Context: an optimization exercise on an open-source flow, tuned for small area, a short achievable clock period and few clock cycles per item. The choices shown serve that exercise and are no tape-out recipe. Where RTL was checked, it was by simulation tests only, not by an equivalence proof against the original. No functional check of the RTL was part of run 6. Power figures rest on the tool's default switching activity, not on a simulated workload.

==> flow/run.sh <==
#!/bin/bash
# The standard layout (standard.sh, unchanged synthesis), with the port
# buffers made of a plain buffer cell instead of the one buffer_ports picks,
# and the resizer free to use any cell of the same function.
set -uo pipefail
export BUFFER_PORTS_ARGS="-buffer_cell sky130_fd_sc_hd__buf_1"
bash standard.sh synth > synth.log 2>&1
bash standard.sh MATCH_CELL_FOOTPRINT=0 finish > standard.log 2>&1
==> standard.sh <==
#!/bin/bash
# synth_recipe.tcl (not shown) runs the flow's synth.tcl, then flattens the netlist and writes it again
# the make line also repeats each setting of config.mk as NAME=value (left out here)
make -C /OpenROAD-flow-scripts/flow DESIGN_CONFIG=/design/flow/config.mk WORK_HOME=/design/flow/orfs CLKGATE_MAP_FILE= SYNTH_SCRIPT=/design/flow/synth_recipe.tcl "${@:-finish}"
==> config.mk <==
export PLATFORM = sky130hd
export DESIGN_NAME = calculadora_top
export DESIGN_NICKNAME = calculadora_top
export VERILOG_FILES = /design/flow/design.v
export SDC_FILE = /design/flow/constraint.sdc
export NUM_CORES = 4
export LEC_CHECK = 0
export CAP_MARGIN = 20
export CORE_MARGIN = 2
export CORE_UTILIZATION = 50
export CTS_BUF_LIST = sky130_fd_sc_hd__clkbuf_8
export CTS_CLUSTER_DIAMETER = 40
export CTS_CLUSTER_SIZE = 10
export PLACE_DENSITY = 0.75
export SETUP_SLACK_MARGIN = 2.1
export SLEW_MARGIN = 20
==> constraint.sdc <==
create_clock -name core_clock -period 5.0 [get_ports {clock}]
set_input_delay 1.0000 -clock core_clock [delete_from_list [all_inputs] [get_ports {clock}]]
set_output_delay 1.0000 -clock core_clock [all_outputs]
set_load 0.01 [all_outputs]
==> design.v <==
module display (
    input  logic [3:0] data,
    output logic [6:0] segments
);
    always_comb begin
        case (data)
            4'b0000: segments = 7'b1111110;  
            4'b0001: segments = 7'b0110000;  
            4'b0010: segments = 7'b1101101;  
            4'b0011: segments = 7'b1111001;  
            4'b0100: segments = 7'b0110011;  
            4'b0101: segments = 7'b1011011;  
            4'b0110: segments = 7'b1011111;  
            4'b0111: segments = 7'b1110000;  
            4'b1000: segments = 7'b1111111;  
            4'b1001: segments = 7'b1110011;  
            default: segments = 7'b0000000;
        endcase
    end
endmodule
module control (
    input  logic [2:0]  position,
    input  logic [3:0]  digit,
    input  logic        clock,
    input  logic        reset,
    output logic [63:0] segments_out
);
    logic [6:0] seg_in;
    logic [6:0] seg [8];
    display dec (.data(digit), .segments(seg_in));
    always_ff @(posedge clock or posedge reset) begin
        if (reset) begin
            for (int i = 0; i < 8; i++) seg[i] <= 7'b1111110;  
        end else begin
            seg[position] <= seg_in;
        end
    end
    always_comb begin
        for (int i = 0; i < 8; i++) segments_out[8*i +: 8] = {seg[i], 1'b0};
    end
endmodule
module calculadora (
    input  logic [3:0]  cmd,
    input  logic        clock,
    input  logic        reset,
    output logic [1:0]  status,
    output logic [3:0]  data,
    output logic [2:0]  position,
    output logic [31:0] result
);
    localparam logic [3:0] CMD_RES = 4'b1110, CMD_CLR = 4'b1111;
    logic s_idle, s_ina, s_op, s_inb, s_done, s_err;
    logic n_idle, n_ina, n_op, n_inb, n_done, n_err;
    logic [26:0] x;        
    logic [31:0] vs, vc;   
    logic        mul, add, sub;       
    logic        n_mul, n_add, n_sub;
    logic        m_mul;    
    logic        m_as;     
    logic        b_add;    
    logic        b_sub;    
    logic        inv_a;    
    logic [31:0] acc;      
    logic        inv_r;    
    logic        sat_r;    
    logic [3:0]  data_r;
    logic [2:0]  pos_r;
    wire is_dig = (cmd <= 4'd9);
    wire is_op  = (cmd == 4'd10) || (cmd == 4'd11) || (cmd == 4'd12);
    wire is_res = (cmd == CMD_RES);
    wire is_clr = (cmd == CMD_CLR);
    wire full   = (pos_r == 3'd7);    
    wire in_num = s_ina | s_inb;
    always_comb begin
        {n_idle, n_ina, n_op, n_inb, n_done, n_err} = {s_idle, s_ina, s_op, s_inb, s_done, s_err};
        if (s_idle) begin
            if (is_dig) begin n_idle = 1'b0; n_ina = 1'b1; end
        end
        if (s_ina) begin
            if (is_op) begin n_ina = 1'b0; n_op = 1'b1; end
            else if (is_dig & full) begin n_ina = 1'b0; n_err = 1'b1; end
            else if (is_clr) begin n_ina = 1'b0; n_idle = 1'b1; end
        end
        if (s_op) begin
            if (is_dig) begin n_op = 1'b0; n_inb = 1'b1; end
            else if (is_clr) begin n_op = 1'b0; n_idle = 1'b1; end
            else if (is_res) begin n_op = 1'b0; n_err = 1'b1; end
        end
        if (s_inb) begin
            if (is_res) begin n_inb = 1'b0; n_done = 1'b1; end
            else if (is_dig & full) begin n_inb = 1'b0; n_err = 1'b1; end
            else if (is_clr) begin n_inb = 1'b0; n_op = 1'b1; end
        end
        if (s_done) begin
            if (is_clr | is_dig) begin n_done = 1'b0; n_idle = 1'b1; end
        end
        if (s_err) begin
            if (is_clr) begin n_err = 1'b0; n_idle = 1'b1; end
        end
        {n_mul, n_add, n_sub} = {mul, add, sub};
        if ((s_ina | s_op) & is_op) begin
            n_mul = (cmd == 4'd12);
            n_add = (cmd == 4'd10);
            n_sub = (cmd == 4'd11);
        end
    end
    wire [31:0] a32 = {5'd0, x};
    wire [31:0] hs  = vs;
    wire [31:0] hc  = vc;
    wire        v_clr = n_idle | n_op;
    wire [2:0]  lo1 = m_mul ? {2'b00, cmd[1] & cmd[0]}                
                          : (cmd[3] ? {2'b11, cmd[0]} : cmd[2:0]);
    wire [2:0]  lo3 = (b_add | b_sub) ? {cmd[3], ~cmd[3], 1'b0}
                    : m_mul ? 3'd0 : {1'b0, cmd[3], 1'b0};
    wire [31:0] u1 = {hs[28:0], lo1};
    wire [31:0] u2 = {hs[30:0], 1'b0};
    wire [31:0] u3 = {hc[28:0], lo3};
    wire [31:0] u4 = {hc[30:0], 1'b0};
    wire        sel8 = cmd[3] | (cmd[2] & cmd[1] & cmd[0]);
    wire        sel4 = ~cmd[3] & (cmd[2] ^ (cmd[1] & cmd[0]));
    wire [31:0] u5 = m_mul ? (sel8 ? {a32[28:0], 3'b000} : sel4 ? {a32[29:0], 2'b00} : 32'd0)
                   : b_add ? ~{a32[28:0], 3'b000}
                   : b_sub ? {a32[28:0], 3'b111}
                   : 32'd0;
    logic [31:0] u6;
    always_comb begin
        if (m_as) u6 = a32 ^ {32{inv_a}};
        else if (!m_mul) u6 = 32'd0;
        else case (cmd[1:0])
            2'd0: u6 = 32'd0;
            2'd1: u6 = a32;
            2'd2: u6 = {a32[30:0], 1'b0};
            2'd3: u6 = ~a32;
        endcase
    end
    function automatic logic [63:0] csa(input logic [31:0] a, b, c);
        logic [31:0] s, cy;
        s  = a ^ b ^ c;
        cy = (a & b) | (a & c) | (b & c);
        csa = {s, cy[30:0], 1'b0};
    endfunction
    wire [63:0] l1 = csa(u1, u2, u3);
    wire [63:0] l2 = csa(l1[63:32], l1[31:0], u4);
    wire [63:0] l3a = csa(l2[63:32], l2[31:0], u6);
    wire [63:0] l3 = csa(l3a[63:32], l3a[31:0], u5);
    wire [31:0] r = vs + vc;
    always_ff @(posedge clock) begin
        if (s_ina) x <= r[26:0];
        {mul, add, sub} <= {n_mul, n_add, n_sub};
    end
    always_ff @(posedge clock or posedge reset) begin
        if (reset) begin
            s_idle <= 1'b1; s_ina <= 1'b0; s_op <= 1'b0;
            s_inb  <= 1'b0; s_done <= 1'b0; s_err <= 1'b0;
            vs     <= 32'd0; vc <= 32'd0;
            m_mul  <= 1'b0; m_as <= 1'b0;
            b_add  <= 1'b0; b_sub <= 1'b0; inv_a <= 1'b0;
            acc    <= 32'd0;
            inv_r  <= 1'b0;
            sat_r  <= 1'b0;
            data_r <= 4'd0;
            pos_r  <= 3'd0;
        end else begin
            {s_idle, s_ina, s_op, s_inb, s_done, s_err} <= {n_idle, n_ina, n_op, n_inb, n_done, n_err};
            if (v_clr) begin
                vs <= 32'd0;
                vc <= 32'd0;
            end else if (is_dig & (s_idle | s_ina | s_op | s_inb)) begin
                vs <= l3[63:32];
                vc <= l3[31:0];
            end
            m_mul <= (n_op | n_inb) & n_mul;
            m_as  <= (n_op | n_inb) & ~n_mul;
            b_add <= n_inb & n_add;
            b_sub <= n_inb & n_sub;
            inv_a <= (n_inb & n_add) | (n_op & n_sub);
            if (s_inb & is_res) begin
                acc   <= r;
                inv_r <= sub;
                sat_r <= sub & ~r[27];
            end
            if (is_dig & (s_idle | s_op)) begin
                data_r <= cmd; pos_r <= 3'd0;
            end else if (is_dig & in_num & ~full) begin
                data_r <= cmd; pos_r <= pos_r + 3'd1;
            end else if (is_op & s_ina) begin
                data_r <= CMD_CLR; pos_r <= 3'd0;
            end else if (is_op & s_op) begin
                data_r <= cmd; pos_r <= 3'd0;
            end else if (is_clr & s_ina) begin
                pos_r <= 3'd0;
            end else if (is_clr & (s_op | s_inb | s_done | s_err)) begin
                data_r <= CMD_CLR; pos_r <= 3'd0;
            end
        end
    end
    assign status   = {s_err, 1'b0};
    assign data     = data_r;
    assign position = pos_r;
    assign result   = (acc ^ {32{inv_r}}) | {32{sat_r}};
endmodule
module calculadora_top (
    input logic clock,      
    input logic reset,      
    input logic [3:0] cmd,  
    output logic [1:0] status,
    output logic [3:0] data,
    output logic [3:0] position,
    output logic [63:0] segments,
    output logic [31:0] result
);
    logic [2:0] pos3;
    calculadora dut_calculadora (
        .clock(clock),
        .reset(reset),
        .cmd(cmd),
        .status(status),
        .data(data),
        .position(pos3),
        .result(result)
    );
    control dut_control (
        .clock(clock),
        .reset(reset),
        .position(pos3),
        .digit(data),
        .segments_out(segments)
    );
    assign position = {1'b0, pos3};
endmodule
==> summary.md, run 1 <==
| Metric | Value |
|---|---|
| Status | timing/DRC/antenna clean |
| Setup TNS | 0 ns |
| Largest net degree at the start of global routing | about 170 |
| TritonRoute pass-1 iters | 8 |
| Critical path class | register to register |
| RSZ-0062 raised after global routing | true |
| Main synth FF type | dfrtp_1 |
| # H-tree levels | 2 |
| R2R setup slack | about 2.0 ns |
| Share of post-route cells with drive strength above 1 | about a fifth |
| Max Fanout on Critical Path | 4 |
| Fill cells | 2416 |
| Dpl cells | roughly 2000 |
| Final setup viols | 0 |
| Asr flop ratio synth | 85.1% |
| Clock Pin Slew Worst Setup and Hold Paths | ~0.07 ns |
| CP startpoint | dut_calculadora.m_mul$_DFF_PP0_ |
| Hold Violations, Final | 0 |
| Number of flops mapped to enable cells by yosys | 27 |
| Initial antenna violation count | 0 |
| Starting density of the core | between 50% and 60% |
| Post-synth top area share | between 20% and 30% |
| Synth area leaders | dfrtp_1, fa_1, dfstp_2 |
| Root Driver | clkbuf_8 |
| Detailed-route via count | roughly 12000 |
| Sequential area share after synthesis | approximately 36% |
| DRC | 0 |
| WL/cell | ~18 um |
| Worst-skew pair later-pin latency | between 0.5 and 0.6 ns |
| Area leader, netlist | dfrtp_1 |
| Final clock skew | 0.0217 ns |
| Leakage power | 7.33 nW |
| Synth Register Bits | 201 |
| Starting DRC count in detailed routing | about 730 |
| Maximum root-to-sink buffer count | 3 |
| Die ar. | 30400 sq um |
| Critical Path AT | roughly 3.4 ns |
| Worst hold path type | register to register |
| Unique masters post-synth | 68 |
| Routed wire length on met3 | approximately 3000 um |
| Gr usage total | ~25% |
| Slew @ Worst Pin | 0.966 ns |
| Max-capacitance violation count | 0 |
| Final std cells w/o fill | between 2000 and 2500 |
| Synth warn | 4 |
| Die width | approximately 170 um |
| Max-slew headroom at the worst pin | between 30% and 40% |
| CTS buffer count | 36 |
| Worst reg2reg endpoint | dut_calculadora.vs[3]$_DFFE_PP0P_ |
| Placed inst area | roughly 15000 sq um |
| Final instance area | around 17000 sq um |
| Fin. max-slew vios | 0 |
| Final HPWL DP | roughly 25000 um |
| Met1 wire length | approximately 16000 um |
| WL final | about 38000 um |
| Synthesized area | 14500 sq um |
| Vias per cell | 5.67 |
| Die Y | ~170 um |
| Reg2Reg Depth | 9 |
| Crit Reg-Reg Startpoint | dut_calculadora.m_mul$_DFF_PP0_ |
| Crit path capture | dut_calculadora.vs[3]$_DFFE_PP0P_ |
| DRT antenna net count | 0 |
| # rows | 62 |
| Fmax | ~340 MHz |
| Peak VDD IR | 201 uV |
| N_diodes | 0 |
| CP required | 5.39 ns |
| Mapped Cells | about 1600 |
| Grt ovf | 0 |
| CTS tree | yes |
| Placeable Area | around 29000 sq um |
| Final Util | between 50 and 60% |
| RePlAce Congestion | 0.915 |
| Power per cell area | 562 nW/um^2 |
| Top sig layer | met4 |
| Final period utilization | between 50 and 60% |
| TritonCTS Sinks | 201 |
| Global-route wire length before repair | 61500 um |
| Fin nets | about 1800 |
| CP endpoint kind | register |
| Area Overhead vs Synth | 15.4% |
| Number of global-route vias before repair | 11800 |
| I/O Pins | approximately 110 |
| CP Launch Type | register |
| Met2 routed WL | between 15000 and 20000 um |
| Period minus WS final | 2.96 ns |
| Synth Area per Inst | 9.31 sq um |
| Tot Pwr | 9.42 mW |
| Buffers on Ports | between 100 and 150 |
[synthesized netlist by cell type (4+ instances only)]
cell,number
nor2b_1,36
xnor2_1,56
inv_1,158
buf_2,9
mux2_2,15
nand3_1,11
a221o_1,24
nor2_1,107
buf_1,6
o21ai_0,52
o21bai_1,5
a21oi_1,170
o2111ai_1,4
dfrtp_1,122
mux2i_1,6
edfxtp_1,27
o21a_1,8
clkbuf_1,76
a31oi_1,8
o211ai_1,6
nand4_1,12
nand2_1,225
nor3_1,9
ha_1,47
a211oi_1,29
fa_1,117
o22a_1,4
buf_4,11
dfstp_2,49
a22oi_1,26
o21ai_1,7
xor2_1,15
a21o_1,12
nand2b_1,36
[power breakdown]
part           switching [mW]  internal [mW]  leakage, nW
Sequential              0.551           2.29         2.35
Clock                   0.772           1.08        0.441
Combinational            2.84           1.88         4.54
Total                    4.17           5.25         7.33
[stage by stage]
stage / setup slack [ns] / hold slack (ns)
after global placement: 1.13 / 0.451
after detailed placement: 1.03 / 0.470
after global routing: 2.00 / 0.499
after floorplan: 1.64 / 0.429
after CTS: 2.04 / 0.482
final: 2.04 / 0.478
[routing by layer]
metal | up-vias | global-route usage, %
met2 | 481 | 40.1
met5 | - | 0
met3 | 81 | 4.53
met1 | 5778 | 34.4
li1 | 5372 | -
met4 | 0 | 8.82
[kinds of logic after synthesis]
group	share of synthesized area, %
buf+inv	7.09
flops	35.9
simple gates	13.9
compound gates	16.9
fa+ha+maj	20.3
xor+xnor	4.29
mux	1.58
other cells	0.0258
[cell usage in the layout (no fill, tap or decap), types with 5 or more instances in the layout]
| cell | n |
|---|---|
| clkinvlp_4 | 6 |
| nand4_1 | 12 |
| clkinv_4 | 5 |
| dfrtp_2 | 32 |
| nand3_1 | 11 |
| a221o_1 | 24 |
| clkbuf_8 | 44 |
| edfxtp_1 | 27 |
| ha_1 | 46 |
| buf_4 | 35 |
| a31oi_1 | 8 |
| fa_2 | 39 |
| o21a_1 | 8 |
| nor3_1 | 8 |
| xnor2_1 | 56 |
| a21o_1 | 12 |
| o21ai_0 | 51 |
| nor2b_1 | 31 |
| fa_1 | 78 |
| dfrtp_1 | 87 |
| dfstp_2 | 49 |
| nand2_1 | 224 |
| buf_12 | 6 |
| conb_1 | 10 |
| nor2_1 | 104 |
| mux2_2 | 15 |
| inv_1 | 155 |
| mux2i_1 | 5 |
| a21oi_1 | 146 |
| a22oi_1 | 26 |
| o211ai_1 | 6 |
| a211oi_1 | 28 |
| bufinv_16 | 5 |
| nand2b_1 | 35 |
| xor2_1 | 15 |
| a21oi_2 | 25 |
| buf_1 | 98 |
| o21ai_1 | 6 |
[worst min-delay path by stage]
| stage | from | to | slack [ns] | depth (start not counted) |
|---|---|---|---|---|
| 2_1_floorplan | dut_calculadora.sub$_DFF_P_ | dut_calculadora.inv_r$_DFFE_PP0P_ | 0.43 | 2 |
| 3_3_place_gp | dut_calculadora.add$_DFF_P_ | dut_calculadora.add$_DFF_P_ | 0.45 | 1 |
| 3_5_place_dp | dut_control.seg[0][0]$_DFFE_PP0N_ | dut_control.seg[0][0]$_DFFE_PP0N_ | 0.47 | 2 |
| 4_1_cts | dut_control.seg[1][4]$_DFFE_PP1N_ | dut_control.seg[1][4]$_DFFE_PP1N_ | 0.48 | 2 |
| 5_1_grt | dut_control.seg[1][1]$_DFFE_PP1N_ | dut_control.seg[1][1]$_DFFE_PP1N_ | 0.50 | 2 |
| 6_report | dut_control.seg[1][4]$_DFFE_PP1N_ | dut_control.seg[1][4]$_DFFE_PP1N_ | 0.48 | 2 |
[what timing repair did]
action                                  in CTS  in global routing
gates resized for setup                     36                 63
endpoints found under the setup margin      94                 55
hold buffers                                 0                  0
gates cloned                                 2                  0
pin swaps                                    6                 15
buffers inserted                            14                 15
[critical path, cell delays in order, from the launching register on]
cell	delay, ns
dfrtp_4	0.47
buf_4	0.17
o21bai_1	0.17
fa_2	0.54
inv_2	0.04
fa_2	0.32
inv_2	0.06
fa_1	0.42
fa_2	0.53
a211oi_1	0.06
[flip-flops by register name (all words and copies together) (netlist names), 3 cells and up]
| register | cells |
|---|---|
| dut_calculadora.x | 27 |
| dut_calculadora.data_r | 4 |
| dut_calculadora.pos_r | 3 |
| dut_calculadora.vc | 31 |
| dut_control.seg | 56 |
| dut_calculadora.acc | 32 |
| dut_calculadora.vs | 32 |
[cell type report]
class | instances | area (sq um) | share of cell area, %
Tap cell | 384 | 480 | 2.87
Inverter | 158 | 599 | 3.58
Timing Repair Buffer | 148 | 881 | 5.26
Multi-Input combinational cell | 1107 | 8650 | 51.6
Sequential cell | 201 | 5260 | 31.4
Clock inverter | 22 | 270 | 1.61
Clock buffer | 44 | 606 | 3.62
Testbench counts, summed over its fixed seeds: cycles 18,612, ops 1,600.
==> run 2: changes to the inputs <==
--- a/config.mk
+++ b/config.mk
@@ -10,7 +10,5 @@
 export CORE_UTILIZATION = 50
-export CTS_BUF_LIST = sky130_fd_sc_hd__clkbuf_8
-export CTS_CLUSTER_DIAMETER = 40
-export CTS_CLUSTER_SIZE = 10
 export PLACE_DENSITY = 0.75
-export SETUP_SLACK_MARGIN = 2.1
+export SETUP_SLACK_MARGIN = 2.0
 export SLEW_MARGIN = 20
+export TNS_END_PERCENT = 30
==> run 2 against run 1 <==
  * Non-clock buffer count shrank 18
  * Critical path depth shrank 1
  * Final area shrank 3.1%
  * First-iteration DRC count grew 9.4%
  * Count of clock-buffer cells in the layout shrank 10
  * Setup slack lost 0.092 ns
  * Synthesized area is the same
  * Largest cell class unchanged
  * Core utilization shrank 1.8 points
  * Highest routed layer unchanged
  * Still clean on timing, DRC and antenna
  * Clock skew shrank 0.0071 ns
  * Via count shrank 1.7%
  * Die area is the same
==> summary.md, run 2 <==
| Metric | Value |
|---|---|
| Status | timing/DRC/antenna clean |
| TritonRoute pass-1 iters | 5 (-3) |
| CTS buffer count | 25 (-31%) |
| Crit Reg-Reg Startpoint | dut_calculadora.vc[5]$_DFFE_PP0P_ |
| Synth warn | 4 (unchanged) |
| CP endpoint kind | register |
| WL final | 36800 um (-2.0%) |
| # rows | 62 (unchanged) |
| Placed inst area | 15200 sq um (-0.99%) |
| Area Overhead vs Synth | 11.8% |
| Power per cell area | 561 nW/um^2 (-0.31%) |
| Area leader, netlist | dfrtp_1 |
| Buffers on Ports | 101 (unchanged) |
| Setup TNS | 0 ns (unchanged) |
| Final period utilization | 61.1% (+1.8 points) |
| Root Driver | clkbuf_16 |
| Die ar. | 30400 sq um (unchanged) |
| Tot Pwr | 9.09 mW (-3.4%) |
| Mapped Cells | 1559 (unchanged) |
| CTS Hold Bufs | 0 (unchanged) |
| DRT antenna net count | 0 (unchanged) |
| Synth Register Bits | 201 (unchanged) |
| WL/cell | 18.1 um (-0.13%) |
| Asr flop ratio synth | 85.1% (unchanged) |
| Maximum root-to-sink buffer count | 3 (unchanged) |
| CTS tree | yes |
| RePlAce Congestion | 0.886 (-3.1%) |
| Max-capacitance violation count | 0 (unchanged) |
| Placeable Area | 28600 sq um (unchanged) |
| Starting DRC count in detailed routing | 802 (+9.4%) |
| Slew @ Worst Pin | 1.03 ns (+0.0646 ns) |
| CP max stage delay | 0.49 ns (-0.05 ns) |
| CP startpoint | dut_calculadora.vc[5]$_DFFE_PP0P_ |
| Number of global-route vias before repair | 11100 (-5.8%) |
| N_diodes | 0 (unchanged) |
| Final setup viols | 0 (unchanged) |
| Detailed-route via count | 11500 (-1.7%) |
| Fill cells | 2438 (+0.91%) |
| Final clock skew | 0.0147 ns (-0.00708 ns) |
| Synth Area per Inst | 9.31 sq um (unchanged) |
| Main synth FF type | dfrtp_1 |
| Number of flops mapped to enable cells by yosys | 27 (unchanged) |
| Crit path capture | dut_calculadora.acc[22]$_DFFE_PP0P_ |
| Grt ovf | 0 (unchanged) |
| Commonest cells post-synth | nand2_1, a21oi_1, inv_1, dfrtp_1, fa_1 |
| Global-route wire length before repair | 59800 um (-2.8%) |
| DRC | 0 (unchanged) |
| Largest regs | dut_control.seg x56, dut_calculadora.acc x32, dut_calculadora.vs x32 |
| Hold Violations, Final | 0 (unchanged) |
| Final HPWL DP | 25500 um (+0.74%) |
| R2R setup slack | 1.95 ns (-0.09 ns) |
| CP Launch Type | register |
| Worst reg2reg endpoint | dut_calculadora.acc[22]$_DFFE_PP0P_ |
| Final instance area | 16200 sq um (-3.1%) |
| Synth area leaders | dfrtp_1, fa_1, dfstp_2 |
| RSZ-0062 raised after global routing | true |
| Die width | 174 um (unchanged) |
| Largest net degree at the start of global routing | 172 (unchanged) |
| Synthesized area | 14500 sq um (unchanged) |
| Commonest non-fill, non-tap cell in the layout | nand2_1 |
| Gr usage total | 24.2% (-0.81 points) |
| Fmax | 327 MHz (-3.0%) |
| Most common cell in the synthesized netlist | nand2_1 |
| Clock Pin Slew Worst Setup and Hold Paths | 0.06 ns (about the same) |
| Max-slew headroom at the worst pin | 31.3% (-4.3 points) |
| Worst-skew pair later-pin latency | 0.54 ns (about the same) |
| Fin nets | 1793 (-1.6%) |
| Hold slack | 0.476 ns (-0.00203 ns) |
| TritonCTS Sinks | 201 (unchanged) |
| Period minus WS final | 3.05 ns (+0.0924 ns) |
| # H-tree levels | 1 (-1) |
| Max reg flops | 56 (unchanged) |
| Max Fanout on Critical Path | 5 (+1) |
| Share of post-route cells with drive strength above 1 | 10.8% (-8.0 points) |
| Post-synth top area share | 21.0% (unchanged) |
| Leakage power | 7.26 nW (-0.98%) |
| Die Y | 174 um (unchanged) |
| Critical Path AT | 3.49 ns (+0.14 ns) |
| Most frequent cells in the layout | nand2_1, a21oi_1, inv_1 |
| Unique masters post-synth | 68 (unchanged) |
| I/O Pins | 112 (unchanged) |
| Cells along the critical path | ha_1, a21o_1, a31o_2, o2111ai_1, nand4_1, o21ai_1, xnor2_1, mux2_2 |
| Peak VDD IR | 236 uV (+17%) |
| Fin. max-slew vios | 0 (unchanged) |
| Critical path class | register to register |
| Biggest register | dut_control.seg |
| Worst hold path type | register to register |
| Sequential area share after synthesis | 35.9% (unchanged) |
| CP max-delay cell | o2111ai_1 |
| Starting density of the core | 50.7% (unchanged) |
| Initial antenna violation count | 0 (unchanged) |
| Vias per cell | 5.68 (+0.18%) |
| Reg2Reg Depth | 8 (-1) |
| CP required | 5.43 ns (+0.04 ns) |
[run 2: how the worst min path moves through the flow]
| stage | start | endpoint | slack, ns | cells past startpoint |
|---|---|---|---|---|
| final | dut_control.seg[2][6]$_DFFE_PP1N_ | dut_control.seg[2][6]$_DFFE_PP1N_ | 0.48 | 2 |
| after global routing | dut_control.seg[2][6]$_DFFE_PP1N_ | dut_control.seg[2][6]$_DFFE_PP1N_ | 0.49 | 2 |
| after CTS | dut_control.seg[2][6]$_DFFE_PP1N_ | dut_control.seg[2][6]$_DFFE_PP1N_ | 0.48 | 2 |
| after detailed placement | dut_control.seg[2][6]$_DFFE_PP1N_ | dut_control.seg[2][6]$_DFFE_PP1N_ | 0.47 | 2 |
| after global placement | dut_calculadora.add$_DFF_P_ | dut_calculadora.add$_DFF_P_ | 0.45 | 1 |
| after floorplan | dut_calculadora.sub$_DFF_P_ | dut_calculadora.inv_r$_DFFE_PP0P_ | 0.43 | 2 |
[run 2: final cells by class]
cell class	instances	area (sq um)	area share (%)
sequential	201	5230	32.2
multi-input combinational	1107	8420	51.9
tap	384	480	2.96
timing repair buffer	130	709	4.37
clock inverter	12	109	0.671
clock buffer	34	679	4.19
inverter	158	597	3.68
[run 2: critical path: cells and delay by family, from the launching register on]
| family | cells | cell delay, ns |
|---|---|---|
| compound gates | 4 | 1.27 |
| xor+xnor | 1 | 0.20 |
| fa+ha+maj | 1 | 0.39 |
| flops | 1 | 0.45 |
| mux | 1 | 0.29 |
| simple gates | 1 | 0.35 |
[run 2: metal layers]
layer,routed length [um],GRT usage (%),part of all wire [%],vias to the layer above
li1,-,-,-,5308
met1,15700,33.7,43,5720
met2,18000,40.6,49,431
met3,2230,2.87,6.1,58
met4,798,6.02,2.2,0
met5,0,0,0,-
[run 2: power breakdown]
| part | total [mW] | switching (mW) | internal [mW] | leakage (nW) |
|---|---|---|---|---|
| Combinational | 4.55 | 2.76 | 1.79 | 4.48 |
| Clock | 1.75 | 0.740 | 1.01 | 0.387 |
| Sequential | 2.79 | 0.519 | 2.27 | 2.39 |
| Total | 9.09 | 4.02 | 5.08 | 7.26 |
[run 2: kinds of logic after synthesis]
logic type                 count (synthesis)  synth area share (%)
AOI/OAI and AO/OA                        383                  16.9
adders and majority gates                165                  20.3
xor gates and xnor gates                  71                  4.29
muxes                                     21                  1.58
DFF                                      201                  35.9
and+or+nand+nor                          457                  13.9
other                                      1                0.0258
buffers and inverters                    260                  7.09
[run 2: stage by stage]
stage	instances	setup slack [ns]	util, %
global placement	1965	1.12	53.0
detailed placement	1965	0.980	53.0
floorplan	1568	1.63	-
global route	2026	1.88	56.7
finish	2026	1.95	56.7
CTS	2014	1.92	56.0
[run 2: timing repair]
item                                   CTS  global route
setup buffers                            3            11
endpoints found under the hold margin    0             0
cloned                                   0             1
setup endpoints to repair               96            40
resized for setup                       12            31
pin swaps                                1             8
==> run 3: changes to the inputs <==
--- a/config.mk
+++ b/config.mk
@@ -13,2 +13 @@
 export SLEW_MARGIN = 20
-export TNS_END_PERCENT = 30
==> run 3 against run 2 <==
  * Critical path depth increased by 1
  * Hold slack got worse by 0.00068 ns
  * Maximum frequency increased by 4.0%
  * Routed wire length increased by 1.2%
  * Core utilization increased by 0.45 points
  * Sequential power about the same
  * Register-to-register slack improved by 0.13 ns
  * Sequential cell count unchanged
==> summary.md, run 3 <==
| Metric | Value |
|---|---|
| Status | timing/DRC/antenna clean |
| Synth warn | 4 (unchanged) |
| Initial antenna violation count | 0 (unchanged) |
| Root Driver | clkbuf_16 |
| Tot Pwr | 9.36 mW (+2.9%) |
| Share of post-route cells with drive strength above 1 | 13.8% (+3.0 points) |
| Area leader, netlist | dfrtp_1 |
| Grt ovf | 0 (unchanged) |
| TritonCTS Sinks | 201 (unchanged) |
| Final period utilization | 58.7% (-2.4 points) |
| Cells along the critical path | buf_4, o21bai_1, fa_2, inv_2, fa_2, inv_2, fa_1, fa_2, a211oi_1 |
| Setup TNS | 0 ns (unchanged) |
| Number of flops mapped to enable cells by yosys | 27 (unchanged) |
| Buffers on Ports | 101 (unchanged) |
| Largest net degree at the start of global routing | 172 (unchanged) |
| Leakage power | 7.20 nW (-0.72%) |
| Sequential area share after synthesis | 35.9% (unchanged) |
| Power per cell area | 572 nW/um^2 (+2.1%) |
| CTS buffer count | 24 (-4.0%) |
| Commonest non-fill, non-tap cell in the layout | nand2_1 |
| CP max-delay cell | fa_2 |
| Period minus WS final | 2.94 ns (-0.119 ns) |
| Max Fanout on Critical Path | 17 (+12) |
| Starting density of the core | 50.7% (unchanged) |
| WL/cell | 18.4 um (+1.4%) |
| Die ar. | 30400 sq um (unchanged) |
| CP Launch Type | input port |
| Main synth FF type | dfrtp_1 |
| Most common cell in the synthesized netlist | nand2_1 |
| Placeable Area | 28600 sq um (unchanged) |
| Die width | 174 um (unchanged) |
| CTS Hold Bufs | 0 (unchanged) |
| Commonest cells post-synth | nand2_1, a21oi_1, inv_1, dfrtp_1, fa_1 |
| Synthesized area | 14500 sq um (unchanged) |
| # rows | 62 (unchanged) |
| Clock Pin Slew Worst Setup and Hold Paths | 0.06 ns (about the same) |
| Unique masters post-synth | 68 (unchanged) |
| Fmax | 341 MHz (+4.0%) |
| I/O Pins | 112 (unchanged) |
| Maximum root-to-sink buffer count | 3 (unchanged) |
| Fill cells | 2438 (unchanged) |
| Vias per cell | 5.70 (+0.33%) |
| Detailed-route via count | 11500 (+0.078%) |
| Synth Area per Inst | 9.31 sq um (unchanged) |
| Critical Path AT | 3.31 ns (-0.18 ns) |
| Peak VDD IR | 282 uV (+19%) |
| Gr usage total | 24.5% (+0.26 points) |
| Most frequent cell on the critical path | fa_2 |
| Final HPWL DP | 26000 um (+1.6%) |
| Max reg flops | 56 (unchanged) |
| TritonRoute pass-1 iters | 6 (+1) |
| CP endpoint kind | register |
| Clock network fraction of design power | 19.7% (+0.4 points) |
| Internal power | 5.21 mW (+2.6%) |
| Hold Violations, Final | 0 (unchanged) |
| Fin. max-slew vios | 0 (unchanged) |
| WL final | 37200 um (+1.2%) |
| Mapped Cells | 1559 (unchanged) |
| Starting DRC count in detailed routing | 887 (+11%) |
| Biggest register | dut_control.seg |
| Worst-skew pair later-pin latency | 0.54 ns (about the same) |
| Worst hold path type | register to register |
| Final clock skew | 0.0246 ns (+0.00989 ns) |
| Critical path's top delay family | adder cells |
| N_diodes | 0 (unchanged) |
| Slew @ Worst Pin | 0.981 ns (-0.0499 ns) |
| CP max stage delay | 0.55 ns (+0.06 ns) |
| Synth Register Bits | 201 (unchanged) |
| Most frequent cells in the layout | nand2_1, a21oi_1, inv_1 |
| Max-slew headroom at the worst pin | 34.6% (+3.3 points) |
| Asr flop ratio synth | 85.1% (unchanged) |
| Comb power frac | 50.3% (+0.3 points) |
| Sw Ratio | 44.3% (+0.14 points) |
| Die Y | 174 um (unchanged) |
| DRT antenna net count | 0 (unchanged) |
| Area Overhead vs Synth | 12.7% |
| Hold depth | 1 (-1) |
| Fin nets | 1789 (-0.22%) |
| Critical path class | input port to register |
| DRC | 0 (unchanged) |
| Final setup viols | 0 (unchanged) |
| Sequential Power Share | 30.0% (-0.7 points) |
| # H-tree levels | 1 (unchanged) |
| CP required | 5.38 ns (-0.05 ns) |
| Max-capacitance violation count | 0 (unchanged) |
| Number of global-route vias before repair | 11600 (+4.1%) |
| RePlAce Congestion | 0.914 (+3.1%) |
| Switching power | 4.15 mW (+3.2%) |
| Reg2Reg Depth | 9 (+1) |
| Synth area leaders | dfrtp_1, fa_1, dfstp_2 |
| CP Depth | 9 (+1) |
| Largest regs | dut_control.seg x56, dut_calculadora.acc x32, dut_calculadora.vs x32 |
| Worst Path Buf+Inv | 3 (+3) |
| RSZ-0062 raised after global routing | false |
| Post-synth top area share | 21.0% (unchanged) |
| Global-route wire length before repair | 60200 um (+0.65%) |
| CTS tree | yes |
==> run 3: power by group through the flow <==
stage	sequential [mW]	combinational [mW]	clock [mW]
after detailed placement	2.83	4.64	0
after CTS	2.80	4.68	1.86
after floorplan	2.78	3.34	0
final	2.81	4.71	1.84
after global routing	2.88	5.38	1.94
after global placement	2.80	4.37	0
==> run 3: timing repair <==
action | 4_1_cts | 5_1_grt
endpoints found under the setup margin | 95 | 34
buffers inserted | 3 | 6
pin swaps | 1 | 10
gates cloned | 0 | 1
gates resized for setup | 16 | 32
==> run 3: metrics by stage <==
step	cell area (sq um)	setup WS [ns]	hold WS, ns	std cells	util [%]
after global routing	16300	1.99	0.494	2021	57.1
after detailed placement	15300	1.11	0.463	1967	53.4
final	16300	2.06	0.475	2021	57.1
after floorplan	14800	1.64	0.429	1568	-
after global placement	15300	1.14	0.451	1967	53.4
after CTS	16200	2.00	0.477	2014	56.6
==> run 3: final timing paths <==
kind / startpoint / endpoint / slack, ns
hold reg to reg: dut_calculadora.add$_DFF_P_ / dut_calculadora.add$_DFF_P_ / 0.48
min in group asynchronous: reset / dut_control.seg[5][0]$_DFFE_PP0N_ / 0.68
max in group asynchronous: reset / dut_calculadora.b_add$_DFF_PP0_ / 3.47
hold / removal: dut_calculadora.add$_DFF_P_ / dut_calculadora.add$_DFF_P_ / 0.48
setup / recovery: cmd[2] / dut_calculadora.vs[3]$_DFFE_PP0P_ / 2.06
setup reg to reg: dut_calculadora.m_mul$_DFF_PP0_ / dut_calculadora.vs[13]$_DFFE_PP0P_ / 2.08
==> run 3: metal layers <==
metal / up-vias / routed length, um / track usage, % / share of wire [%]
met5: - / 0 / 0 / 0
met4: 0 / 1260 / 9.03 / 3.4
met3: 92 / 2690 / 5.03 / 7.2
met2: 423 / 17600 / 39.9 / 47
met1: 5712 / 15700 / 32.5 / 42
li1: 5299 / - / - / -
==> run 3: worst reg2reg max path: stages, from the launching register on <==
cell,delay [ns]
dfrtp_4,0.53
nor2b_2,0.21
a32oi_4,0.29
buf_12,0.20
nor2_1,0.05
a221o_1,0.29
fa_1,0.50
fa_2,0.53
nand2_1,0.05
a21oi_1,0.16
==> run 3: logic make-up after synthesis <==
family | Yosys count | share of synthesized area (%)
other | 1 | 0.0258
AO/OA/AOI/OAI | 383 | 16.9
adder cells (fa/ha/maj) | 165 | 20.3
multiplexers | 21 | 1.58
flip-flops | 201 | 35.9
XOR/XNOR | 71 | 4.29
buffers and inverters | 260 | 7.09
AND/OR/NAND/NOR | 457 | 13.9
==> run 3: layout make-up <==
cell class	instances	area [sq um]	area share (%)
Tap cell	384	480	2.94
Clock inverter	13	145	0.888
Clock buffer	31	689	4.22
Multi-Input combinational cell	1107	8530	52.2
Timing Repair Buffer	127	666	4.07
Inverter	158	599	3.67
Sequential cell	201	5240	32.1
==> run 4: changes to the inputs <==
--- a/config.mk
+++ b/config.mk
@@ -10,2 +10,3 @@
 export CORE_UTILIZATION = 50
+export GPL_ROUTABILITY_DRIVEN = 0
 export PLACE_DENSITY = 0.75
==> run 4 against run 3 <==
  * Critical path type unchanged
  * Setup slack unchanged
  * Core utilization unchanged
  * Final area unchanged
  * Die area unchanged
  * Maximum frequency unchanged
  * Critical endpoint unchanged
==> summary.md, run 4 <==
| Metric | Value |
|---|---|
| Main synth FF type | dfrtp_1 |
| CTS tree | yes |
| Biggest register | dut_control.seg |
| Global-route wire length before repair | 60200 um (unchanged) |
| Fin. max-slew vios | 0 (unchanged) |
| TritonCTS Sinks | 201 (unchanged) |
| Cells along the critical path | buf_4, o21bai_1, fa_2, inv_2, fa_2, inv_2, fa_1, fa_2, a211oi_1 |
| Critical path class | input port to register |
| Synth area leaders | dfrtp_1, fa_1, dfstp_2 |
| Detailed-route via count | 11500 (unchanged) |
| Critical Path AT | 3.31 ns (about the same) |
| CP max stage delay | 0.55 ns (about the same) |
| Most frequent cell on the critical path | fa_2 |
| WL/cell | 18.4 um (unchanged) |
| Sequential Power Share | 30.0% (about the same) |
| Fmax | 341 MHz (unchanged) |
| Gr usage total | 24.5% (unchanged) |
| I/O Pins | 112 (unchanged) |
| TritonRoute pass-1 iters | 6 (unchanged) |
| Synth warn | 4 (unchanged) |
| Sw Ratio | 44.3% (unchanged) |
| Placeable Area | 28600 sq um (unchanged) |
| Commonest non-fill, non-tap cell in the layout | nand2_1 |
| Die width | 174 um (unchanged) |
| XOR/XNOR Fraction of Synth Area | 4.29% (unchanged) |
| Final std cells w/o fill | 2021 (unchanged) |
| DRT antenna net count | 0 (unchanged) |
| Synthesized area | 14500 sq um (unchanged) |
| Internal power | 5.21 mW (unchanged) |
| Share of post-route cells with drive strength above 1 | 13.8% (unchanged) |
| Number of global-route vias before repair | 11600 (unchanged) |
| Synth Area per Inst | 9.31 sq um (unchanged) |
| Grt ovf | 0 (unchanged) |
| Reg2Reg Depth | 9 (unchanged) |
| Commonest cells post-synth | nand2_1, a21oi_1, inv_1, dfrtp_1, fa_1 |
| DRC | 0 (unchanged) |
| Max reg flops | 56 (unchanged) |
| Switching power | 4.15 mW (unchanged) |
| Starting DRC count in detailed routing | 887 (unchanged) |
| CTS buffer count | 24 (unchanged) |
| Max-slew headroom at the worst pin | 34.6% (unchanged) |
| Main combinational cell family by area after synthesis | adder cells |
| Power per cell area | 572 nW/um^2 (unchanged) |
| Unique masters post-synth | 68 (unchanged) |
| R2R setup slack | 2.08 ns (about the same) |
| # H-tree levels | 1 (unchanged) |
| Post-synth top area share | 21.0% (unchanged) |
| Final period utilization | 58.7% (unchanged) |
| Period minus WS final | 2.94 ns (unchanged) |
| Hold slack | 0.475 ns (unchanged) |
| Largest net degree at the start of global routing | 172 (unchanged) |
| Largest regs | dut_control.seg x56, dut_calculadora.acc x32, dut_calculadora.vs x32 |
| Starting density of the core | 50.7% (unchanged) |
| Status | timing/DRC/antenna clean |
| Clock network fraction of design power | 19.7% (about the same) |
| RSZ-0062 raised after global routing | false |
| Final setup viols | 0 (unchanged) |
| Area Overhead vs Synth | 12.7% (unchanged) |
| N_diodes | 0 (unchanged) |
| Post-Synth Simple-Gate Area | 13.9% (unchanged) |
| Asr flop ratio synth | 85.1% (unchanged) |
| CP required | 5.38 ns (about the same) |
| Area leader, netlist | dfrtp_1 |
| Sequential area share after synthesis | 35.9% (unchanged) |
| Synth Register Bits | 201 (unchanged) |
| Dpl cells | 1967 (unchanged) |
| Final clock skew | 0.0246 ns (unchanged) |
| Max-capacitance violation count | 0 (unchanged) |
| Slew @ Worst Pin | 0.981 ns (unchanged) |
| Fin nets | 1789 (unchanged) |
| CP max-delay cell | fa_2 |
| Die ar. | 30400 sq um (unchanged) |
| Most common cell in the synthesized netlist | nand2_1 |
| Most frequent cells in the layout | nand2_1, a21oi_1, inv_1 |
| WL final | 37200 um (unchanged) |
| Mux contribution to synthesized area | 1.58% (unchanged) |
| Number of flops mapped to enable cells by yosys | 27 (unchanged) |
| Maximum root-to-sink buffer count | 3 (unchanged) |
| Worst hold path type | register to register |
| Root Driver | clkbuf_16 |
| Worst-skew pair later-pin latency | 0.54 ns (about the same) |
| Hold Violations, Final | 0 (unchanged) |
| CP endpoint kind | register |
| Comb power frac | 50.3% (about the same) |
| Peak VDD IR | 282 uV (unchanged) |
| Initial antenna violation count | 0 (unchanged) |
| # rows | 62 (unchanged) |
| Die Y | 174 um (unchanged) |
| Mapped Cells | 1559 (unchanged) |
| Final HPWL DP | 26000 um (unchanged) |
| Compound-Gate Fraction of Synth Area | 16.9% (unchanged) |
| Max Fanout on Critical Path | 17 (unchanged) |
| Buffers on Ports | 101 (unchanged) |
| Clock Pin Slew Worst Setup and Hold Paths | 0.06 ns (about the same) |
| Adder-cell share of the synthesized area | 20.3% (unchanged) |
| Vias per cell | 5.70 (unchanged) |
| CP Launch Type | input port |
| Hold depth | 1 (unchanged) |
| Setup TNS | 0 ns (unchanged) |
| Leakage power | 7.20 nW (unchanged) |
-- run 4: kinds of logic (layout without fill, tap and decap cells) --
group | after synthesis | count (layout)
mux | 21 | 21
buf+inv | 260 | 329
simple gates | 457 | 457
fa+ha+maj | 165 | 165
other cells | 1 | 10
xor+xnor | 71 | 71
compound gates | 383 | 383
flops | 201 | 201
-- run 4: worst paths after layout --
kind | from | to
setup / recovery | cmd[2] | dut_calculadora.vs[3]$_DFFE_PP0P_
hold / removal | dut_calculadora.add$_DFF_P_ | dut_calculadora.add$_DFF_P_
setup reg to reg | dut_calculadora.m_mul$_DFF_PP0_ | dut_calculadora.vs[13]$_DFFE_PP0P_
hold reg to reg | dut_calculadora.add$_DFF_P_ | dut_calculadora.add$_DFF_P_
max in group asynchronous | reset | dut_calculadora.b_add$_DFF_PP0_
min in group asynchronous | reset | dut_control.seg[5][0]$_DFFE_PP0N_
-- run 4: routing by layer --
layer	share of wire, %	track usage (%)	vias to the layer above
met2	47	39.9	423
met1	42	32.5	5712
met5	0	0	-
li1	-	-	5299
met4	3.4	9.03	0
met3	7.2	5.03	92
-- run 4: timing repair --
action / in CTS / in global routing
pin swaps: 1 / 10
hold buffers: 0 / 0
gates resized for setup: 16 / 32
setup buffers: 3 / 6
gates cloned: 0 / 1
setup endpoints to repair: 95 / 34
-- run 4: critical path, delay by kind of cell --
kind,cells,cell delay [ns]
adder cells (fa/ha/maj),4,1.84
buffers and inverters,3,0.29
AO/OA/AOI/OAI,2,0.18
-- run 4: power groups by stage --
stage / clock (mW) / sequential [mW] / combinational, mW
final: 1.84 / 2.81 / 4.71
after global routing: 1.94 / 2.88 / 5.38
after CTS: 1.86 / 2.80 / 4.68
after detailed placement: 0 / 2.83 / 4.64
after global placement: 0 / 2.80 / 4.37
after floorplan: 0 / 2.78 / 3.34
-- run 4: through the flow --
stage	utilization, %	setup WS (ns)	power (mW)	cell area (sq um)
6_report	57.1	2.06	9.36	16300
3_5_place_dp	53.4	1.11	7.46	15300
3_3_place_gp	53.4	1.14	7.17	15300
4_1_cts	56.6	2.00	9.35	16200
5_1_grt	57.1	1.99	10.2	16300
2_1_floorplan	-	1.64	6.12	14800
-- run 4: cell type report --
type	count	area, sq um
fillers	2438	12300
multi-input cells	1107	8530
flip-flops and latches	201	5240
clock buffers	31	689
repair buffers	127	666
inverters	158	599
well taps	384	480
clock inverters	13	145
==> run 5: changes to the inputs <==
--- a/config.mk
+++ b/config.mk
@@ -9,5 +9,4 @@
 export CORE_MARGIN = 2
-export CORE_UTILIZATION = 50
-export GPL_ROUTABILITY_DRIVEN = 0
-export PLACE_DENSITY = 0.75
+export CORE_UTILIZATION = 60
+export PLACE_DENSITY = 0.85
 export SETUP_SLACK_MARGIN = 2.0
==> run 5 against run 4 <==
  * Core utilization grew 13 points
  * Still clean on timing, DRC and antenna
  * Count of clock-buffer cells in the layout shrank 5
  * Combinational power grew 2%
  * Register-to-register slack lost 0.10 ns
  * Highest routed layer unchanged
  * Critical endpoint is now dut_calculadora.vs[18]$_DFFE_PP0P_
  * Final area grew 1.2%
  * Global-route usage grew 4.9 points
  * Maximum frequency shrank 2.9%
  * Setup slack lost 0.088 ns
==> summary.md, run 5 <==
| Metric | Value |
|---|---|
| Placeable Area | 23600 sq um (-18%) |
| Biggest register | dut_control.seg |
| Initial antenna violation count | 0 (unchanged) |
| RePlAce Congestion | 0.984 |
| Main synth FF type | dfrtp_1 |
| CTS Hold Bufs | 0 (unchanged) |
| Cells along the critical path | buf_1, buf_6, a32oi_4, buf_4, clkbuf_16, nor2_1, a221o_1, fa_1, fa_2, nand2_1, a21oi_1 |
| Worst Setup Slack, final | 1.98 ns (-0.0875 ns) |
| Number of global-route vias before repair | 11700 (+1.2%) |
| # H-tree levels | 1 (unchanged) |
| RSZ-0062 raised after global routing | true |
| Area leader, netlist | dfrtp_1 |
| CP Launch Type | input port |
| Max Fanout on Critical Path | 7 (-10) |
| CTS buffer count | 23 (-4.2%) |
| Synth Register Bits | 201 (unchanged) |
| Fmax | 331 MHz (-2.9%) |
| Synth warn | 4 (unchanged) |
| Critical path's top delay family | adder cells |
| Detailed-route via count | 12000 (+4.1%) |
| Sequential area share after synthesis | 35.9% (unchanged) |
| Worst Path Buf+Inv | 4 (+1) |
| Synthesized area | 14500 sq um (unchanged) |
| Status | timing/DRC/antenna clean |
| Final HPWL DP | 25400 um (-2.0%) |
| WL final | 38900 um (+4.6%) |
| Synth Area per Inst | 9.31 sq um (unchanged) |
| Worst reg2reg endpoint | dut_calculadora.vs[18]$_DFFE_PP0P_ |
| Clock Pin Slew Worst Setup and Hold Paths | 0.06 ns (about the same) |
| CP required | 5.43 ns (+0.05 ns) |
| Vias per cell | 6.09 (+6.7%) |
| Critical Path AT | 3.45 ns (+0.14 ns) |
| N_diodes | 0 (unchanged) |
| Worst hold path type | input port to async pin |
| Sequential Area | 5240 sq um (about the same) |
| Setup TNS | 0 ns (unchanged) |
| Gr usage total | 29.4% (+4.9 points) |
| Peak VDD IR | 276 uV (-2.2%) |
| CP max stage delay | 0.58 ns (+0.03 ns) |
| Area Overhead vs Synth | 14.1% |
| Reg2Reg Depth | 8 (-1) |
| DRT antenna net count | 0 (unchanged) |
| CP endpoint kind | register |
| Largest net degree at the start of global routing | 66 (-62%) |
| Commonest cells post-synth | nand2_1, a21oi_1, inv_1, dfrtp_1, fa_1 |
| Starting density of the core | 61.4% (+11 points) |
| Pre-CTS WS | 1.16 ns (+0.0524 ns) |
| Critical path class | input port to register |
| Buffers on Ports | 101 (unchanged) |
| Starting DRC count in detailed routing | 1157 (+30%) |
| Largest regs | dut_control.seg x56, dut_calculadora.acc x32, dut_calculadora.vs x32 |
| Slew @ Worst Pin | 1.12 ns (+0.134 ns) |
| Dpl cells | 1907 (-3.1%) |
| Max-slew headroom at the worst pin | 25.3% (-9.3 points) |
| CP Depth | 11 (+2) |
| Share of post-route cells with drive strength above 1 | 14.2% (+0.35 points) |
| Root Driver | clkbuf_16 |
| Unique masters post-synth | 68 (unchanged) |
| Tot Pwr | 9.77 mW (+4.4%) |
| Worst-skew pair later-pin latency | 0.52 ns (-0.02 ns) |
| Final instance area | 16600 sq um (+1.2%) |
| Final period utilization | 60.5% (+1.8 points) |
| Max reg flops | 56 (unchanged) |
| Final clock skew | 0.00935 ns (-0.0152 ns) |
| Area of the multi-input gates | 8510 sq um (-0.19%) |
| DRC | 0 (unchanged) |
| # rows | 56 (-9.7%) |
| Asr flop ratio synth | 85.1% (unchanged) |
| Post-synth top area share | 21.0% (unchanged) |
| Most frequent cells in the layout | nand2_1, a21oi_1, inv_1 |
| TritonCTS Sinks | 201 (unchanged) |
| Final Util | 70.1% (+13 points) |
| Synth area leaders | dfrtp_1, fa_1, dfstp_2 |
| Most common cell in the synthesized netlist | nand2_1 |
| I/O Pins | 112 (unchanged) |
| Hold slack | 0.442 ns (-0.0336 ns) |
| Commonest non-fill, non-tap cell in the layout | nand2_1 |
| Global-route wire length before repair | 60900 um (+1.1%) |
| WL/cell | 19.7 um (+7.2%) |
| Maximum root-to-sink buffer count | 3 (unchanged) |
| TritonRoute pass-1 iters | 6 (unchanged) |
| Placed inst area | 15200 sq um (-0.33%) |
| Die Y | 159 um (-8.5%) |
| Fill cells | 1656 (-32%) |
| Period minus WS final | 3.02 ns (+0.0875 ns) |
| Number of flops mapped to enable cells by yosys | 27 (unchanged) |
| Mapped Cells | 1559 (unchanged) |
| Grt ovf | 0 (unchanged) |
| Die width | 159 um (-8.5%) |
| CTS tree | yes |
| Fin nets | 1807 (+1.0%) |
| Crit Reg-Reg Startpoint | dut_calculadora.vc[15]$_DFFE_PP0P_ |
| Hold Violations, Final | 0 (unchanged) |
| Final std cells w/o fill | 1972 (-2.4%) |
| R2R setup slack | 1.98 ns (-0.10 ns) |
| Power per cell area | 590 nW/um^2 (+3.1%) |
| Max-capacitance violation count | 0 (unchanged) |
| Die ar. | 25400 sq um (-16%) |
| Fin. max-slew vios | 0 (unchanged) |
| Final setup viols | 0 (unchanged) |
| Leakage power | 7.35 nW (+2.0%) |
| CP max-delay cell | fa_2 |
## run 5: changes by cell type in the layout (fill, tap and decap cells not counted), sizes merged
cell / delta
inv: -3
clkbuf: -6
bufinv: +9
buf: +20
clkinv: -4
## run 5: kinds of logic after synthesis
group	after synthesis	share of synthesized area [%]
AO/OA/AOI/OAI	383	16.9
XOR/XNOR	71	4.29
adder cells (fa/ha/maj)	165	20.3
buffers and inverters	260	7.09
flip-flops	201	35.9
multiplexers	21	1.58
other	1	0.0258
AND/OR/NAND/NOR	457	13.9
## run 5: how the worst max path moves through the flow
stage | startpoint | to | slack, ns
floorplan | cmd[3] | dut_calculadora.vs[3]$_DFFE_PP0P_ | 1.64
CTS | cmd[1] | dut_calculadora.vs[17]$_DFFE_PP0P_ | 2.01
detailed placement | cmd[1] | dut_calculadora.vs[14]$_DFFE_PP0P_ | 1.16
global placement | cmd[1] | dut_calculadora.vs[26]$_DFFE_PP0P_ | 1.26
global route | dut_calculadora.vc[15]$_DFFE_PP0P_ | dut_calculadora.vs[18]$_DFFE_PP0P_ | 1.91
finish | cmd[0] | dut_calculadora.vs[18]$_DFFE_PP0P_ | 1.98
## run 5: repair_timing
item / 4_1_cts / 5_1_grt
resized for setup: 11 / 36
setup buffers: 8 / 13
cloned: 0 / 3
setup endpoints to repair: 63 / 45
pin swaps: 0 / 6
## run 5: metal layers
layer | vias to the layer above | global-route usage, % | part of all wire [%]
li1 | 5315 | - | -
met4 | 0 | 9.67 | 3.3
met2 | 739 | 47.6 | 47
met5 | - | 0 | 0
met1 | 5824 | 40.7 | 39
met3 | 124 | 5.13 | 10
## run 5: area by class of cell
cell class / count / area share (%)
multi-input cells: 1107 / 51.4
clock inverters: 15 / 2.12
inverters: 158 / 3.62
clock buffers: 26 / 3.55
repair buffers: 146 / 5.22
flip-flops and latches: 201 / 31.7
well taps: 319 / 2.41
## run 5: where the power goes
group,internal [mW],switching (mW),total [mW]
Combinational,1.88,2.93,4.80
Clock,1.41,0.707,2.11
Sequential,2.28,0.569,2.85
Total,5.57,4.20,9.77
## run 5: worst register-to-register path, delay by kind of cell (launching register included)
| kind | cells | cell delay (ns) |
|---|---|---|
| AO/OA/AOI/OAI | 1 | 0.19 |
| adder cells (fa/ha/maj) | 4 | 2.13 |
| AND/OR/NAND/NOR | 1 | 0.07 |
| buffers and inverters | 2 | 0.10 |
| flip-flops | 1 | 0.44 |
==> run 6: changes to the inputs <==
--- a/design.v
+++ b/design.v
@@ -143,4 +143,4 @@
     wire [63:0] l2 = csa(l1[63:32], l1[31:0], u4);
-    wire [63:0] l3a = csa(l2[63:32], l2[31:0], u6);
-    wire [63:0] l3 = csa(l3a[63:32], l3a[31:0], u5);
+    wire [63:0] l3a = csa(l2[63:32], l2[31:0], u5);
+    wire [63:0] l3 = csa(l3a[63:32], l3a[31:0], u6);
     wire [31:0] r = vs + vc;
--- a/config.mk
+++ b/config.mk
@@ -9,4 +9,4 @@
 export CORE_MARGIN = 2
-export CORE_UTILIZATION = 60
-export PLACE_DENSITY = 0.85
+export CORE_UTILIZATION = 50
+export PLACE_DENSITY = 0.75
 export SETUP_SLACK_MARGIN = 2.0
==> run 6 against run 5 <==
  * Clock skew is 0.0043 ns higher
  * Largest power group unchanged
  * Total power increased by 2.2%
  * Sequential power is 14% higher
  * Non-clock buffer count down 6
  * Count of clock-buffer cells in the layout grew 8
  * Critical path depth up 1
  * Setup slack worse by 0.024 ns
  * Core utilization down 12 points
==> summary.md, run 6 <==
| Metric | Value |
|---|---|
| Die width | 172 um (+7.7%) |
| DRC | 0 (unchanged) |
| Synth Register Bits | 201 (unchanged) |
| Area leader, netlist | dfrtp_1 |
| Final setup viols | 0 (unchanged) |
| Mapped Cells | 1418 (-9.0%) |
| Vias per cell | 5.64 (-7.3%) |
| Number of flops mapped to enable cells by yosys | 27 (unchanged) |
| Share of post-route cells with drive strength above 1 | 16.1% (+1.9 points) |
| RePlAce Congestion | 0.904 (-8.1%) |
| Worst-skew pair later-pin latency | 0.52 ns (about the same) |
| Cells along the critical path | buf_6, buf_6, buf_6, xnor2_4, nor3_4, buf_6, clkbuf_16, buf_12, a221oi_4, fa_2, fa_2, a211oi_2 |
| Synth Area per Inst | 9.93 sq um (+6.7%) |
| R2R setup slack | 2.05 ns (+0.07 ns) |
| TritonCTS Sinks | 201 (unchanged) |
| Area Overhead vs Synth | 15.3% |
| Largest net degree at the start of global routing | 172 (+160%) |
| Synth warn | 4 (unchanged) |
| DRT antenna net count | 0 (unchanged) |
| Initial antenna violation count | 0 (unchanged) |
| Main synth FF type | dfrtp_1 |
| CP required | 5.36 ns (-0.07 ns) |
| Final period utilization | 61.0% (+0.48 points) |
| RSZ-0062 raised after global routing | true |
| Asr flop ratio synth | 85.1% (unchanged) |
| WL/cell | 18.3 um (-7.5%) |
| Internal power | 5.54 mW (-0.42%) |
| Buffers on Ports | 101 (unchanged) |
| Sequential Power Share | 32.7% (+3.5 points) |
| TritonRoute pass-1 iters | 5 (-1) |
| # H-tree levels | 1 (unchanged) |
| Fin nets | 1676 (-7.2%) |
| Synthesized area | 14100 sq um (-2.9%) |
| Maximum root-to-sink buffer count | 3 (unchanged) |
| Unique masters post-synth | 75 (+10%) |
| N_diodes | 0 (unchanged) |
| Starting density of the core | 50.7% (-11 points) |
| CP max-delay cell | fa_2 |
| Most common cell in the synthesized netlist | nor2_1 |
| Largest regs | dut_control.seg x56, dut_calculadora.acc x32, dut_calculadora.vs x32 |
| CP endpoint kind | register |
| Critical path class | input port to register |
| Max reg flops | 56 (unchanged) |
| Die Y | 172 um (+7.7%) |
| Worst Setup Slack, final | 1.95 ns (-0.0241 ns) |
| Most frequent cell on the critical path | buf_6 |
| Root Driver | clkbuf_16 |
| Worst hold path type | register to register |
| Switching power | 4.44 mW (+5.6%) |
| Hold Violations, Final | 0 (unchanged) |
| Die ar. | 29500 sq um (+16%) |
| Grt ovf | 0 (unchanged) |
| WL final | 34700 um (-11%) |
| Sw Ratio | 44.5% (+1.4 points) |
| CP Launch Type | input port |
| Clock network fraction of design power | 16.7% (-5.0 points) |
| Biggest register | dut_control.seg |
| CTS buffer count | 24 (+4.3%) |
| Slew @ Worst Pin | 0.948 ns (-0.167 ns) |
| Fmax | 328 MHz (-0.79%) |
| Sequential area share after synthesis | 37.0% (+1.1 points) |
| Placeable Area | 27800 sq um (+18%) |
| Starting DRC count in detailed routing | 850 (-27%) |
| Peak VDD IR | 318 uV (+15%) |
| Number of global-route vias before repair | 10500 (-10%) |
| Hold slack | 0.444 ns (+0.00213 ns) |
| Comb power frac | 50.6% (+1.4 points) |
| # rows | 61 (+8.9%) |
| Fin. max-slew vios | 0 (unchanged) |
| Critical Path AT | 3.41 ns (-0.04 ns) |
| Power per cell area | 615 nW/um^2 (+4.2%) |
| Max-capacitance violation count | 0 (unchanged) |
| Synth area leaders | dfrtp_1, fa_1, dfstp_2 |
| I/O Pins | 112 (unchanged) |
| Final clock skew | 0.0136 ns (+0.00425 ns) |
| Pre-CTS WS | 1.16 ns (-0.00148 ns) |
| CP max stage delay | 0.55 ns (-0.03 ns) |
| Gr usage total | 23.4% (-6.0 points) |
| Clock Pin Slew Worst Setup and Hold Paths | 0.06 ns (about the same) |
| Max-slew headroom at the worst pin | 36.8% (+12 points) |
| Commonest cells post-synth | nor2_1, dfrtp_1, fa_1, nand2_1, a21oi_1 |
| Commonest non-fill, non-tap cell in the layout | nor2_1 |
| CTS tree | yes |
| Max Fanout on Critical Path | 6 (-1) |
| Period minus WS final | 3.05 ns (+0.0241 ns) |
| Final HPWL DP | 23800 um (-6.3%) |
| Detailed-route via count | 10700 (-11%) |
| Status | timing/DRC/antenna clean |
| Setup TNS | 0 ns (unchanged) |
| Most frequent cells in the layout | nor2_1, nand2_1, a21oi_1 |
| Post-synth top area share | 21.7% (+0.64 points) |
| Leakage power | 6.69 nW (-9.0%) |
| Global-route wire length before repair | 55200 um (-9.3%) |
run 6: cell types whose count changed after synthesis, sizes merged, moves of 11 or more:
| cell | previous run | this run |
|---|---|---|
| a21oi | 171 | 117 |
| a221o | 24 | 4 |
| a221oi | 3 | 43 |
| a22oi | 26 | 5 |
| clkbuf | 76 | 59 |
| inv | 158 | 110 |
| mux2 | 15 | 28 |
| nand2 | 225 | 117 |
| nand4 | 12 | 1 |
| nor2 | 107 | 187 |
| nor2b | 36 | 10 |
| o21ai | 59 | 78 |
| xnor2 | 56 | 80 |
run 6: final timing paths:
check / start / to / cells past startpoint
max in group asynchronous: reset / dut_calculadora.inv_r$_DFFE_PP0P_ / 3
setup / recovery: cmd[2] / dut_calculadora.vs[10]$_DFFE_PP0P_ / 12
setup reg to reg: dut_calculadora.b_add$_DFF_PP0_ / dut_calculadora.vs[3]$_DFFE_PP0P_ / 8
hold reg to reg: dut_calculadora.add$_DFF_P_ / dut_calculadora.add$_DFF_P_ / 1
min in group asynchronous: reset / dut_control.seg[3][0]$_DFFE_PP0N_ / 3
hold / removal: dut_calculadora.add$_DFF_P_ / dut_calculadora.add$_DFF_P_ / 1
run 6: cell families after synthesis:
logic type | count (synthesis) | share of synthesized area [%]
AND/OR/NAND/NOR | 386 | 11.9
buffers and inverters | 197 | 5.65
adder cells (fa/ha/maj) | 165 | 20.9
flip-flops | 201 | 37.0
XOR/XNOR | 96 | 6.03
AO/OA/AOI/OAI | 341 | 16.0
multiplexers | 31 | 2.45
other | 1 | 0.0266
run 6: final cells by class:
type                            instances  area (sq um)
Timing Repair Buffer                  140           865
Multi-Input combinational cell       1029          8500
Inverter                              110           419
Sequential cell                       201          5230
Fill cell                            2315         11500
Clock inverter                         10          60.1
Tap cell                              378           473
Clock buffer                           34           689
run 6: worst max-delay path: cells and delay by family:
kind / cells / cell delay (ns)
fa+ha+maj: 2 / 1.04
simple gates: 1 / 0.06
compound gates: 2 / 0.36
xor+xnor: 1 / 0.17
buf+inv: 6 / 0.78
run 6: power groups by stage:
stage               sequential, mW  combinational (mW)  clock, mW
CTS                           3.21                4.92       1.70
detailed placement            3.23                4.85          0
floorplan                     3.08                3.60          0
finish                        3.26                5.05       1.67
global route                  3.35                5.78       1.78
global placement              3.20                4.64          0
run 6: repair_timing:
item | CTS | global route
hold buffers | 0 | 0
gates resized for setup | 18 | 63
pin swaps | 2 | 31
hold endpoints to repair | 0 | 0
endpoints found under the setup margin | 61 | 63
gates cloned | 2 | 3
setup buffers | 5 | 12
run 6: metrics by stage:
step           power, mW  instances  util, %  cell area, sq um
6_report            9.98       1902     58.4             16200
5_1_grt             10.9       1902     58.4             16200
4_1_cts             9.83       1887     56.8             15800
3_5_place_dp        8.08       1836     53.7             14900
3_3_place_gp        7.84       1836     53.7             14900
2_1_floorplan       6.68       1427        -             14400
run 6: layer usage:
| metal | vias to the layer above | wire length [um] | share of wire (%) | GRT usage (%) |
|---|---|---|---|---|
| li1 | 4963 | - | - | - |
| met1 | 5275 | 15000 | 43 | 32.8 |
| met2 | 437 | 16600 | 48 | 39.0 |
| met3 | 58 | 2350 | 6.8 | 3.06 |
| met4 | 0 | 747 | 2.2 | 5.48 |
| met5 | - | 0 | 0 | 0 |

[separate check: timing with driven ports]
No port has a modelled driver above. Below, the same layouts with a new extraction and two added sets of constraints. Step 1 assumes that a clkbuf_16 drives the clock port and a buf_2 every other input. Step 2 moves the port delays by t, midway between the first and last clock arrival at a register: inputs arrive t later, outputs are due t later. That takes back most of the time a late clock gives input paths. a / b / c = ideal / step 1 / step 2; a / b = the first two.
run | t, ns | slack for setup (ns) | worst setup path at the end | worst slew at a driven data input, ns
run 1 | 0.593 | 2.037 / 2.037 / 1.476 | input to register | 0.04
run 2 | 0.587 | 1.945 / 1.945 / 1.471 | input to register | 0.04
run 3 | 0.579 | 2.064 / 2.082 / 1.512 | input to register | 0.03
run 4 | 0.579 | 2.064 / 2.082 / 1.512 | input to register | 0.03
run 5 | 0.564 | 1.976 / 1.984 / 1.443 | input to register | 0.03
run 6 | 0.567 | 1.952 / 1.932 / 1.365 | input to register | 0.12
After both steps setup and hold are still met in every run listed. For run 6, which loses most, drivers alone change the setup slack by -0.020 ns; drivers and shift together by -0.587 ns.
